Source: an optimization exercise on an open RTL-to-GDS flow (aim: small area). Production flows keep margins and buffers that such runs may drop.
The RTL was checked by simulation tests, not by an equivalence proof against the original design.
The clock port is modelled as an ideal driver; clocking choices that lean on that would not hold on a real chip.
Power figures rest on the tool's default switching activity, not on a simulated workload.

==> flow/design.v <==
module wavelet_transform(clk, rst, data_stream, H_out, L_out, addr);
input clk, rst;
output reg [0:7] H_out;
output reg [0:7] L_out;
output reg  [0:7] addr;
input [0:7] data_stream;
wire [2:0] p = addr[5:7];
reg  [7:0] a1, a2;       
reg  [7:0] se, sf, sg1, sg2, sk;
reg  [7:0] ao, af, ag1, ag2, ak;
reg  [7:0] lp1, lpx, lp3;
reg  [7:0] mux_a, mux_b, mux_c, mux_e;
reg  warm;
wire early = !warm && !addr[4];
always @* begin
    case (p)
    3'd0: begin mux_a = early ? 8'h00 : lpx; mux_b = data_stream;
                mux_c = early ? 8'h00 : se;  mux_e = warm ? ak : 8'h00;  end
    3'd1: begin mux_a = data_stream;         mux_b = lpx;
                mux_c = early ? 8'h00 : sf;  mux_e = early ? 8'h00 : ao;  end
    3'd2: begin mux_a = early ? 8'h00 : lpx; mux_b = data_stream;
                mux_c = se;                  mux_e = early ? 8'h00 : af;  end
    3'd3: begin mux_a = data_stream;         mux_b = lp1;
                mux_c = warm ? sg2 : 8'h00;  mux_e = ao;  end
    3'd4: begin mux_a = lpx;                 mux_b = data_stream;
                mux_c = se;                  mux_e = warm ? ag2 : 8'h00; end
    3'd5: begin mux_a = data_stream;         mux_b = lpx;
                mux_c = sf;                  mux_e = ao;  end
    3'd6: begin mux_a = lp3;                 mux_b = data_stream;
                mux_c = se;                  mux_e = af;  end
    default: begin mux_a = data_stream;      mux_b = L_out;
                mux_c = early ? 8'h00 : sk;  mux_e = ao;  end
    endcase
end
function [7:0] add8(input [7:0] x, input [7:0] y, input ci);
    integer i;
    reg c;
    begin
        c = ci;
        for (i = 0; i < 8; i = i + 1) begin
            add8[i] = (x[i] ^ y[i]) ^ c;
            c = (x[i] & y[i]) | (c & (x[i] ^ y[i]));
        end
    end
endfunction
wire [7:0] nd1  = ~{1'b0, a1[7:1]};
wire [7:0] sub1 = add8(mux_b, nd1, 1'b1);
wire [7:0] sub2 = add8(mux_c, nd1, 1'b1);
wire [7:0] hq   = {2'b00, H_out[0:5]};
wire [7:0] add1 = add8(a2, hq, 1'b0);
wire [7:0] add2 = add8(mux_e, hq, 1'b0);
always @(posedge clk, negedge rst) begin
    if (!rst) begin
        addr  <= 0;
        H_out <= 0;
        L_out <= 0;
        a1    <= 0;
    end else begin
        addr  <= addr + 1;
        H_out <= sub2;
        L_out <= add2;
        a1    <= mux_a;
    end
end
always @(posedge clk, negedge rst) begin
    if (!rst)
        warm <= 1'b0;
    else if (addr[4:7] == 4'hf)
        warm <= 1'b1;
end
always @(posedge clk) begin
    a2 <= a1;
    if (!p[0]) se <= sub1;
    if (p[1:0] == 2'b01) sf <= sub1;
    if (p == 3'd3) begin sg1 <= sub1; sg2 <= sg1; end
    if (p == 3'd7) sk <= sub1;
    if (p[0]) ao <= add1;
    if (p[1:0] == 2'b10) af <= add1;
    if (p == 3'd4) begin ag1 <= add1; ag2 <= ag1; end
    if (p == 3'd0) ak <= add1;
    if (p == 3'd1) lp1 <= L_out;
    if (p == 3'd1) lpx <= lp1;
    else if (p[1:0] != 2'b11) lpx <= L_out;
    if (p == 3'd3) lp3 <= L_out;
end
endmodule
Settings: LEC_CHECK=0, CAP_MARGIN=20, CORE_MARGIN=2, CORE_UTILIZATION=55, SLEW_MARGIN=20; clock period 6.0 ns.
standard.sh (not shown) runs the stock make flow with config.mk's settings and CLKGATE_MAP_FILE= SYNTH_SCRIPT=/design/flow/synth_recipe.tcl, a recipe that flattens the netlist after the stock synthesis.
==> flow/flow/run.sh <==
#!/bin/bash
# Own layout flow: the standard synthesis and ORFS steps, with
#  - single-size buffers on the ports (buf_1 instead of clkdlybuf4s50_1),
#  - a clock tree of clkbuf_4 cells without dummy loads, where the clock
#    buffers whose loads see too high a slew are upsized to clkbuf_8
#    (flow/fixclk.tcl) before routing.
# Each step's full output goes to a log file of its own in the work folder.
set -euo pipefail
export BUFFER_PORTS_ARGS="-buffer_cell sky130_fd_sc_hd__buf_1"
export CTS_ARGS="-sink_clustering_enable -repair_clock_nets -buf_list sky130_fd_sc_hd__clkbuf_4 -dont_use_dummy_load"
bash standard.sh synth > synth.log 2>&1
bash standard.sh cts > place_cts.log 2>&1
RESULTS="$PWD/orfs/results/$FLOW_PLATFORM/wavelet_transform/base" openroad -no_init -exit flow/fixclk.tcl > fixclk.log 2>&1
bash standard.sh finish > route_finish.log 2>&1
==> flow/flow/fixclk.tcl <==
# After CTS: the clock tree is built from clkbuf_4 cells. Upsize to clkbuf_8
# every clock buffer whose loads see a slew above the target, then legalise
# the placement again.
set plat $::env(FLOW_HOME)/platforms/sky130hd
set res $::env(RESULTS)
read_liberty $plat/lib/sky130_fd_sc_hd__tt_025C_1v80.lib
read_db $res/4_cts.odb
read_sdc $res/4_cts.sdc
source $plat/setRC.tcl
set_propagated_clock [all_clocks]

set target 0.105
for {set iter 0} {$iter < 5} {incr iter} {
  estimate_parasitics -placement
  set changed 0
  foreach inst [get_cells *] {
    if {[get_property $inst ref_name] ne "sky130_fd_sc_hd__clkbuf_4"} { continue }
    set out [get_pins -of_objects $inst -filter "direction == output"]
    set worst 0
    foreach p [get_pins -of_objects [get_nets -of_objects $out] -filter "direction == input"] {
      set s [get_property $p slew_max]
      if {$s > $worst} { set worst $s }
    }
    if {$worst > $target} {
      replace_cell $inst [get_lib_cells */sky130_fd_sc_hd__clkbuf_8]
      puts "upsized [get_full_name $inst]: load slew [format %.3f $worst] ns"
      set changed 1
    }
  }
  if {!$changed} { break }
}
detailed_placement
check_placement -verbose
estimate_parasitics -placement
set worst 0
foreach p [get_pins -hierarchical */CLK] {
  set s [get_property $p slew_max]
  if {$s > $worst} { set worst $s }
}
puts "worst flip-flop clock pin slew after fix: [format %.3f $worst] ns"
report_checks -path_delay min_max -format end
write_db $res/4_cts.odb
==> next run, changes <==
--- a/flow/design.v
+++ b/flow/design.v
@@ -13,11 +13,11 @@
 reg  warm;
 wire early = !warm && !addr[4];
 always @* begin
     case (p)
     3'd0: begin mux_a = early ? 8'h00 : lpx; mux_b = data_stream;
-                mux_c = early ? 8'h00 : se;  mux_e = warm ? ak : 8'h00;  end
+                mux_c = early ? 8'h00 : se;  mux_e = early ? 8'h00 : ak;  end
     3'd1: begin mux_a = data_stream;         mux_b = lpx;
                 mux_c = early ? 8'h00 : sf;  mux_e = early ? 8'h00 : ao;  end
     3'd2: begin mux_a = early ? 8'h00 : lpx; mux_b = data_stream;
                 mux_c = se;                  mux_e = early ? 8'h00 : af;  end
     3'd3: begin mux_a = data_stream;         mux_b = lp1;
@@ -53,25 +53,26 @@
     if (!rst) begin
         addr  <= 0;
         H_out <= 0;
         L_out <= 0;
         a1    <= 0;
+        a2    <= 0;
     end else begin
         addr  <= addr + 1;
         H_out <= sub2;
         L_out <= add2;
         a1    <= mux_a;
+        a2    <= a1;
     end
 end
 always @(posedge clk, negedge rst) begin
     if (!rst)
         warm <= 1'b0;
     else if (addr[4:7] == 4'hf)
         warm <= 1'b1;
 end
 always @(posedge clk) begin
-    a2 <= a1;
     if (!p[0]) se <= sub1;
     if (p[1:0] == 2'b01) sf <= sub1;
     if (p == 3'd3) begin sg1 <= sub1; sg2 <= sg1; end
     if (p == 3'd7) sk <= sub1;
     if (p[0]) ao <= add1;
The changed run produced a clean layout.
Hold slack improves by 0.018 ns.
Combinational power stays flat.
Total power went up by 1.1%.
Maximum frequency went down by about 4.7%.
Die area went up by 0.43%.

[port drivers added, routing unchanged]
No port has a modelled driver above. Below, the same layouts with a new extraction and two added sets of constraints.
Step 1 sets driving cells, clkbuf_16 on the clock port and buf_2 on the other inputs (assumed; they add their load-dependent delay and slew).
Step 2, shift: input delay + t, output delay - t, t = (earliest + latest rising clock arrival at the registers) / 2. This alone moves slack from input paths to output paths.
Slacks: no drivers / after step 1 / after step 2; pairs: no drivers / after step 1.
run	shift t [ns]	slack for setup (ns)	worst slew at a driven data input, ns	pins driven straight from the clock port
the first run	0.453	0.955 / 0.955 / 0.955	0.03	1
the second run	0.442	0.705 / 0.705 / 0.705	0.03	1
After both steps every run listed still meets setup and hold.
